This design comes from an exercise in tuning for small area and a short achievable clock period on the open sky130 flow, not from production work.
Function was checked by simulation only, so behaviour that the tests miss may differ from the original.
Power and IR drop assume default switching activity.

File: config.mk
export PLATFORM = sky130hd
export DESIGN_NAME = alu_top
export DESIGN_NICKNAME = alu_top
export VERILOG_FILES = /design/flow/design.v
export SDC_FILE = /design/flow/constraint.sdc
export NUM_CORES = 4
export LEC_CHECK = 0
export ABC_AREA = 1
export CAP_MARGIN = 20
export CORE_MARGIN = 2
export CORE_UTILIZATION = 65
export CTS_BUF_LIST = sky130_fd_sc_hd__clkbuf_8
export SLEW_MARGIN = 60
File: constraint.sdc
create_clock -name core_clock -period 24.0 [get_ports {clk}]
set_input_delay 4.8000 -clock core_clock [delete_from_list [all_inputs] [get_ports {clk}]]
set_output_delay 4.8000 -clock core_clock [all_outputs]
set_load 0.01 [all_outputs]
File: design.v
module alu_top (
    input             clk,
    input      [7:0]  a_in,
    input      [7:0]  b_in,
    input      [3:0]  command_in,
    input             oe,
    output reg [15:0] d_out
);
    reg [7:0] a_q, b_q;
    reg [3:0] cmd_q;
    reg       oe_q;
    wire [15:0] alu_out;
    always @(posedge clk) begin
        a_q   <= a_in;
        b_q   <= b_in;
        cmd_q <= command_in;
        oe_q  <= oe;
        d_out <= alu_out;
    end
    alu u_alu (.a_in(a_q), .b_in(b_q), .command_in(cmd_q), .oe(oe_q), .d_out(alu_out));
endmodule

module alu ( input [7:0]a_in,b_in,input [3:0]command_in,input oe,output [15:0]d_out);
	wire [15:0] prod;
	wire [7:0] q;
	mul u_mul (.a(a_in), .b(b_in), .p(prod));
	div u_div (.a(a_in), .b(b_in), .q(q));
	wire [7:0] a = a_in;
	wire [7:0] b = b_in;
	wire [3:0] c = command_in;
	wire [15:0] dc = 16'd1 << c;
	wire t00 = dc[2] | dc[3] | dc[11] | dc[12] | dc[14];
	wire t01 = dc[0] | dc[3] | dc[11] | dc[13];
	wire t10 = dc[2] | dc[3] | dc[6] | dc[12] | dc[14];
	wire t11 = dc[0] | dc[3] | dc[6] | dc[11] | dc[12] | dc[13];
	wire cen = dc[0] | dc[1] | dc[2] | dc[3] | dc[6];
	wire cin = dc[1] | dc[2];
	wire [7:0] y;
	genvar k;
	generate
		for (k = 0; k < 8; k = k + 1) begin : g_y
			assign y[k] = a[k] ? (b[k] ? t11 : t10) : (b[k] ? t01 : t00);
		end
	endgenerate
	wire [8:0] full = {1'b0, a} + {1'b0, y} + {8'd0, cin};
	wire [7:0] sum = cen ? full[7:0] : (a ^ y);
	wire bz = ~(|b);
	wire az = ~(|a);
	wire s_sum = oe & (dc[0] | dc[1] | dc[2] | dc[3] | dc[6] | dc[11] | dc[12] | dc[13] | dc[14] | dc[15]);
	wire s_co  = oe & (dc[0] | dc[1] | dc[6]);
	wire s_sub = oe & (dc[2] | dc[3]);
	wire s_mul = oe & dc[4];
	wire s_div = oe & dc[5];
	wire s_shr = oe & dc[7];
	wire s_ff  = oe & (dc[11] | dc[12] | dc[14]);
	wire hi = s_ff | (s_sub & ~full[8]) | (s_div & bz);
	wire b0 = oe & ((dc[8] & ~az & ~bz) | (dc[9] & ~(az & bz)) | (dc[10] & az));
	wire [7:0] lo = ({8{s_sum}} & sum) | ({8{s_mul}} & prod[7:0]) | ({8{s_div}} & q)
	              | ({8{s_shr}} & {1'b0, a[7:1]}) | {7'd0, b0};
	assign d_out[7:0] = lo;
	assign d_out[8] = hi | (s_mul & prod[8]) | (s_co & full[8]);
	assign d_out[15:9] = {7{hi}} | ({7{s_mul}} & prod[15:9]);
endmodule
module fa (input x, y, z, output s, c);
	assign s = x ^ y ^ z;
	assign c = (x & y) | (z & (x ^ y));
endmodule
module ha (input x, y, output s, c);
	assign s = x ^ y;
	assign c = x & y;
endmodule
module mul (input [7:0] a, b, output [15:0] p);
	wire [7:0] pp0 = a & {8{b[0]}};
	wire [7:0] pp1 = a & {8{b[1]}};
	wire [7:0] pp2 = a & {8{b[2]}};
	wire [7:0] pp3 = a & {8{b[3]}};
	wire [7:0] pp4 = a & {8{b[4]}};
	wire [7:0] pp5 = a & {8{b[5]}};
	wire [7:0] pp6 = a & {8{b[6]}};
	wire [7:0] pp7 = a & {8{b[7]}};
	wire s0h;
	wire c0h;
	wire s0f;
	wire c0f;
	wire s1h;
	wire c1h;
	wire s1f;
	wire c1f;
	wire s2h;
	wire c2h;
	wire s2f;
	wire c2f;
	wire s3h;
	wire c3h;
	wire s3f;
	wire c3f;
	wire s4h;
	wire c4h;
	wire s4f;
	wire c4f;
	wire s5f;
	wire c5f;
	wire s6f;
	wire c6f;
	wire s7f;
	wire c7f;
	wire s8f;
	wire c8f;
	wire s9f;
	wire c9f;
	wire s10f;
	wire c10f;
	wire s11f;
	wire c11f;
	wire s12f;
	wire c12f;
	wire s13f;
	wire c13f;
	wire s14f;
	wire c14f;
	wire s5h;
	wire c5h;
	wire s15f;
	wire c15f;
	wire s16f;
	wire c16f;
	wire s17f;
	wire c17f;
	wire s18f;
	wire c18f;
	wire s19f;
	wire c19f;
	wire s20f;
	wire c20f;
	wire s21f;
	wire c21f;
	wire s22f;
	wire c22f;
	wire s23f;
	wire c23f;
	wire s6h;
	wire c6h;
	wire s24f;
	wire c24f;
	wire s25f;
	wire c25f;
	wire s26f;
	wire c26f;
	wire s27f;
	wire c27f;
	wire s28f;
	wire c28f;
	wire s29f;
	wire c29f;
	wire s30f;
	wire c30f;
	wire s31f;
	wire c31f;
	wire s32f;
	wire c32f;
	wire s33f;
	wire c33f;
	wire s34f;
	wire c34f;
	ha h0 (.x(pp0[6]), .y(pp1[5]), .s(s0h), .c(c0h));
	fa f0 (.x(pp0[7]), .y(pp1[6]), .z(pp2[5]), .s(s0f), .c(c0f));
	ha h1 (.x(pp3[4]), .y(pp4[3]), .s(s1h), .c(c1h));
	fa f1 (.x(pp1[7]), .y(pp2[6]), .z(pp3[5]), .s(s1f), .c(c1f));
	ha h2 (.x(pp4[4]), .y(pp5[3]), .s(s2h), .c(c2h));
	fa f2 (.x(pp2[7]), .y(pp3[6]), .z(pp4[5]), .s(s2f), .c(c2f));
	ha h3 (.x(pp0[4]), .y(pp1[3]), .s(s3h), .c(c3h));
	fa f3 (.x(pp0[5]), .y(pp1[4]), .z(pp2[3]), .s(s3f), .c(c3f));
	ha h4 (.x(pp3[2]), .y(pp4[1]), .s(s4h), .c(c4h));
	fa f4 (.x(s0h), .y(pp2[4]), .z(pp3[3]), .s(s4f), .c(c4f));
	fa f5 (.x(pp4[2]), .y(pp5[1]), .z(pp6[0]), .s(s5f), .c(c5f));
	fa f6 (.x(s0f), .y(s1h), .z(pp5[2]), .s(s6f), .c(c6f));
	fa f7 (.x(pp6[1]), .y(pp7[0]), .z(c0h), .s(s7f), .c(c7f));
	fa f8 (.x(s1f), .y(s2h), .z(pp6[2]), .s(s8f), .c(c8f));
	fa f9 (.x(pp7[1]), .y(c0f), .z(c1h), .s(s9f), .c(c9f));
	fa f10 (.x(s2f), .y(pp5[4]), .z(pp6[3]), .s(s10f), .c(c10f));
	fa f11 (.x(pp7[2]), .y(c1f), .z(c2h), .s(s11f), .c(c11f));
	fa f12 (.x(pp3[7]), .y(pp4[6]), .z(pp5[5]), .s(s12f), .c(c12f));
	fa f13 (.x(pp6[4]), .y(pp7[3]), .z(c2f), .s(s13f), .c(c13f));
	fa f14 (.x(pp4[7]), .y(pp5[6]), .z(pp6[5]), .s(s14f), .c(c14f));
	ha h5 (.x(pp0[3]), .y(pp1[2]), .s(s5h), .c(c5h));
	fa f15 (.x(s3h), .y(pp2[2]), .z(pp3[1]), .s(s15f), .c(c15f));
	fa f16 (.x(s3f), .y(s4h), .z(pp5[0]), .s(s16f), .c(c16f));
	fa f17 (.x(s4f), .y(s5f), .z(c3f), .s(s17f), .c(c17f));
	fa f18 (.x(s6f), .y(s7f), .z(c4f), .s(s18f), .c(c18f));
	fa f19 (.x(s8f), .y(s9f), .z(c6f), .s(s19f), .c(c19f));
	fa f20 (.x(s10f), .y(s11f), .z(c8f), .s(s20f), .c(c20f));
	fa f21 (.x(s12f), .y(s13f), .z(c10f), .s(s21f), .c(c21f));
	fa f22 (.x(s14f), .y(pp7[4]), .z(c12f), .s(s22f), .c(c22f));
	fa f23 (.x(pp5[7]), .y(pp6[6]), .z(pp7[5]), .s(s23f), .c(c23f));
	ha h6 (.x(pp0[2]), .y(pp1[1]), .s(s6h), .c(c6h));
	fa f24 (.x(s5h), .y(pp2[1]), .z(pp3[0]), .s(s24f), .c(c24f));
	fa f25 (.x(s15f), .y(pp4[0]), .z(c5h), .s(s25f), .c(c25f));
	fa f26 (.x(s16f), .y(c3h), .z(c15f), .s(s26f), .c(c26f));
	fa f27 (.x(s17f), .y(c4h), .z(c16f), .s(s27f), .c(c27f));
	fa f28 (.x(s18f), .y(c5f), .z(c17f), .s(s28f), .c(c28f));
	fa f29 (.x(s19f), .y(c7f), .z(c18f), .s(s29f), .c(c29f));
	fa f30 (.x(s20f), .y(c9f), .z(c19f), .s(s30f), .c(c30f));
	fa f31 (.x(s21f), .y(c11f), .z(c20f), .s(s31f), .c(c31f));
	fa f32 (.x(s22f), .y(c13f), .z(c21f), .s(s32f), .c(c32f));
	fa f33 (.x(s23f), .y(c14f), .z(c22f), .s(s33f), .c(c33f));
	fa f34 (.x(pp6[7]), .y(pp7[6]), .z(c23f), .s(s34f), .c(c34f));
	wire [15:0] ra = {1'b0, pp7[7], s34f, s33f, s32f, s31f, s30f, s29f, s28f, s27f, s26f, s25f, s24f, s6h, pp0[1], pp0[0]};
	wire [15:0] rb = {1'b0, c34f, c33f, c32f, c31f, c30f, c29f, c28f, c27f, c26f, c25f, c24f, c6h, pp2[0], pp1[0], 1'b0};
	assign p = ra + rb;
endmodule
module div (input [7:0] a, b, output [7:0] q);
	wire [9:0] b1 = {2'b00, b};
	wire [9:0] b2 = {1'b0, b, 1'b0};
	wire [7:0] rem [0:4];
	assign rem[4] = 8'd0;
	genvar k;
	generate
		for (k = 3; k >= 0; k = k - 1) begin : g_st
			localparam I = 2*k;
			localparam W = 8 - I;
			wire [W-1:0] t;
			if (W == 2) begin : g_t2
				assign t = a[I+1:I];
			end else begin : g_tn
				assign t = {rem[k+1][W-3:0], a[I+1:I]};
			end
			wire f1 = (b <= ((1 << W) - 1));
			wire f2 = (b <= ((1 << W) - 1) / 2);
			wire f3 = (b <= ((1 << W) - 1) / 3);
			wire [W:0] d1 = {1'b0, t} - {1'b0, b1[W-1:0]};
			wire [W:0] d2 = {1'b0, t} - {1'b0, b2[W-1:0]};
			wire [W-1:0] m3 = {b[W-2:0], 1'b0} + b[W-2:0];
			wire [W:0] d3 = {1'b0, t} - {1'b0, m3};
			wire ge1 = ~d1[W] & f1, ge2 = ~d2[W] & f2, ge3 = ~d3[W] & f3;
			assign q[I+1] = ge2;
			assign q[I] = ge3 | (ge1 & ~ge2);
			wire [W-1:0] r = ge3 ? d3[W-1:0] : ge2 ? d2[W-1:0] : ge1 ? d1[W-1:0] : t;
			if (W == 8) begin : g_r8
				assign rem[k] = r;
			end else begin : g_rn
				assign rem[k] = {{(8-W){1'b0}}, r};
			end
		end
	endgenerate
endmodule
File: flow/run.sh
#!/bin/bash
# The standard layout with three changes:
#  - synthesis leaves arithmetic to ABC instead of extracting full/half adder
#    cells (ADDER_MAP_FILE empty);
#  - ABC maps with flow/abc_area.script, which sizes gates against a delay
#    target instead of upsizing every path as far as it goes;
#  - the port buffers that global placement inserts use the smallest buffer.
set -euo pipefail
rm -rf scripts_abc
cp -r "$FLOW_HOME/scripts" scripts_abc
cp flow/abc_area.script scripts_abc/abc_area.script
export SCRIPTS_DIR="$PWD/scripts_abc"
export BUFFER_PORTS_ARGS="-buffer_cell sky130_fd_sc_hd__buf_1"
bash standard.sh ADDER_MAP_FILE= finish > standard_flow.log 2>&1
File: flow/abc_area.script
strash
dc2
dch -f
map -B 0.9
topo
stime -c
upsize -c -D 4000
dnsize -c -D 4000
File: standard.sh
#!/bin/bash
# synth_recipe.tcl (not shown) runs the flow's synth.tcl, then flattens the netlist and writes it again
# the make line also repeats each setting of config.mk as NAME=value (left out here)
make -C /OpenROAD-flow-scripts/flow DESIGN_CONFIG=/design/flow/config.mk WORK_HOME=/design/flow/orfs CLKGATE_MAP_FILE= SYNTH_SCRIPT=/design/flow/synth_recipe.tcl "${@:-finish}"
==> reports/qor.yml <==
avgViaCountPerCell: 6.13
grt_pass1_vias: 6007
cts_hold_buf: 0
crit_path_max_incr_delay_ns: 0.33
fmax_mhz: 180
status: "timing/DRC/antenna clean"
synth-simple-area-share_pct: 46.9
drive_gt1_share_pct: 4.48
htreeDepth: 2
slew_violations: 0
hpwl_um: 12000
path_max_fanout: 1
power_density_nw_per_um2: 51.4
hold_viol: 0
cts_resized: 0
core_region_area_sq_um: 7250
grt-ovfl-total: 0
fp.dieH_um: 90.4
finalSetupViolCount: 0
routed_wl_um: 16000
clockBufferDepth: 2
cts_setup_buffers: 0
drcViolationCount: 0
drt_iter0_markers: 753
die-area_sq_um: 8160
hp-class: "reg -> reg"
synth_warnings: 2
yosys_register_bits: 37
clk_latency_ns: 0.29
synth_fa_ha_area_share_pct: 0.207
synth-xor-area-share_pct: 10.1
cp_slowest_cell: "dfxtp_1"
cts_sinks: 37
vias: 6496
diodes: 0
wl_per_cell_um: 15.1
netlist_instances: 912
rsz0062_at_grt: "no"
fin_setup_tns_ns: 0
cts_root_buf: "clkbuf_8"
synth_area_per_cell_sq_um: 5.31
place_ws_ns: 18.74
portBuffers: 37
path_buf_inv: 1
rows: 31
yosysUniqueCellTypes: 33
antenna_found_initial: 0
synth_nets: 934
synth_compound_area_share_pct: 19.2
ios: 38
peakVddDrop_mv: 0.0500
grt_first_pass_wirelength_um: 26300
ys_seq_area_share_pct: 15.3
area_growth_pct: 8.57
fin_ws_ns: 18.43
critPathTopFamily: "flip-flops"
synth_top_family_by_area: "simple AND/OR/NAND/NOR gates"
place_area_sq_um: 5140
grt_max_degree: 24
rrSetupSlack_ns: 18.89
floorplan.initialDensity_pct: 66.8
critical_path_class: "reg -> out"
fin_skew_ns: 0.0125
cp_cell_sequence: "buf_1"
gp_congestion: 1.04
period_share_pct: 23.2
leakage_uw: 0.00247
tightestPinTransition_ns: 0.612
final_area_sq_um: 5260
nNetsFinal: 981
relSlewSlack_pct: 59.2
critPathArrivalTime_ns: 0.77
min_period_ns: 5.57
cts_buffers: 5
maxCapViolCount: 0
end_kind: "primary output"
fp.dieW_um: 90.4
dr.pass1.iters: 6
postRouteAntennaNets: 0
synth_area_sq_um: 4850
start_kind: "flop"
required_ns: 19.20
cts_tree: "done"
synthMuxAreaShare_pct: 0
track_usage_pct: 38.6
path_clk_slew_ns: 0.08
layout by cell type, fill, tap and decap left out, types with 2 or more instances in the layout:
master,count
o2111ai_1,2
clkbuf_8,6
a21oi_1,37
o211ai_1,6
dfxtp_2,11
buf_4,2
inv_2,5
a31oi_1,2
o311ai_0,3
o21ai_1,2
nand3b_1,7
dfxtp_1,26
o22ai_1,14
nand2_1,357
xnor2_1,26
clkinv_1,102
nor4_1,2
a22oi_1,5
a221oi_1,2
a21boi_0,3
buf_1,38
xor2_1,30
nand4_1,9
nor2_1,59
or2_1,4
nand3_1,90
or2_2,17
nor3_1,2
o21ai_0,80
path summary, 6_finish.rpt:
check,cells after the start,endpoint,from
worst max register to register,31,d_out[0]$_DFF_P_,b_q[1]$_DFF_P_
worst min-delay path,4,d_out[8]$_DFF_P_,oe_q$_DFF_P_
worst max-delay path,1,d_out[9],d_out[9]$_DFF_P_
worst min register to register,4,d_out[8]$_DFF_P_,oe_q$_DFF_P_
cells by family (layout without fill, tap and decap cells):
logic type               count (synthesis)  in the layout
buffers and inverters                  107            155
AO/OA/AOI/OAI                          164            164
AND/OR/NAND/NOR                        547            547
XOR/XNOR                                56             56
adder cells (fa/ha/maj)                  1              1
flip-flops                              37             37
sequential cells by signal, summed over array words and instances, names as in the netlist:
signal and flops:
d_out 16, a_q 8, b_q 8, cmd_q 4
oe_q 1
report_power, final:
| part | internal, uW | total, uW | switching [uW] |
|---|---|---|---|
| Sequential | 66.5 | 75.2 | 8.76 |
| Clock | 33.8 | 57.1 | 23.3 |
| Combinational | 48.4 | 138 | 89.6 |
| Total | 149 | 270 | 122 |
metrics by stage:
step,cells,hold WS [ns],power (uW),utilization (%)
floorplan,912,0.559,181,-
global placement,1050,0.667,205,70.7
detailed placement,1051,0.689,210,70.8
CTS,1059,0.697,266,72.5
global route,1059,0.727,291,72.6
finish,1059,0.701,270,72.6
area by class of cell:
| class | count | area, sq um |
|---|---|---|
| well taps | 99 | 124 |
| clock inverters | 2 | 37.5 |
| fillers | 680 | 1990 |
| inverters | 107 | 402 |
| flip-flops and latches | 37 | 754 |
| clock buffers | 6 | 82.6 |
| repair buffers | 40 | 158 |
| multi-input cells | 768 | 3700 |
Yosys cell counts, drive strengths merged:
| master | instances | share of area [%] |
|---|---|---|
| xnor2 | 26 | 4.7 |
| nor4 | 2 | 0.26 |
| clkinv | 102 | 7.9 |
| o21ai | 82 | 8.5 |
| nand4 | 9 | 1.2 |
| a311oi | 1 | 0.18 |
| a31oi | 2 | 0.26 |
| o221ai | 1 | 0.18 |
| a32oi | 1 | 0.18 |
| a21oi | 37 | 3.8 |
| a21o | 1 | 0.15 |
| a211o | 1 | 0.18 |
| o311ai | 4 | 0.72 |
| nor3 | 2 | 0.21 |
| nand2 | 357 | 28 |
| inv | 5 | 0.39 |
| a221oi | 2 | 0.36 |
| nor2 | 59 | 4.6 |
| o22ai | 14 | 1.8 |
| nand3b | 7 | 1.1 |
| a22o | 1 | 0.18 |
| dfxtp | 37 | 15 |
| nand3 | 90 | 9.3 |
| maj3 | 1 | 0.21 |
| a21boi | 3 | 0.46 |
| xor2 | 30 | 5.4 |
| o2111ai | 2 | 0.36 |
| o211ai | 6 | 0.93 |
| a22oi | 5 | 0.77 |
| o21bai | 1 | 0.15 |
| or2 | 21 | 2.7 |
per-layer routing:
| layer | vias up | global-route usage [%] | part of all wire (%) |
|---|---|---|---|
| li1 | 3126 | - | - |
| met4 | 0 | 19.1 | 4.9 |
| met2 | 409 | 66.2 | 45 |
| met1 | 2859 | 46.5 | 38 |
| met5 | - | 0 | 0 |
| met3 | 102 | 6.76 | 11 |

[separate check: timing with driven ports]
Ports are ideal in the flow. The routed layout listed here was re-timed in OpenROAD. Step 1: set_driving_cell puts a clkbuf_16 on clk and a buf_2 on each other input, an assumption about the parent block. Step 2 moves the port delays by t, midway between the first and last clock arrival at a register: inputs arrive t later, outputs are due t later. That takes back most of the time a late clock gives input paths. Slacks: ideal / step 1 / step 2; pairs: ideal / step 1.
t, ns: 0.318
setup WS [ns]: 18.429 / 18.399 / 18.716
hold WS [ns]: 0.701 / 0.701 / 0.701
worst register clock-pin slew, ns: 0.08 / 0.08
After both steps this run still meets setup and hold. The setup slack of this run moves by -0.030 ns with the drivers and by +0.287 ns with both steps.
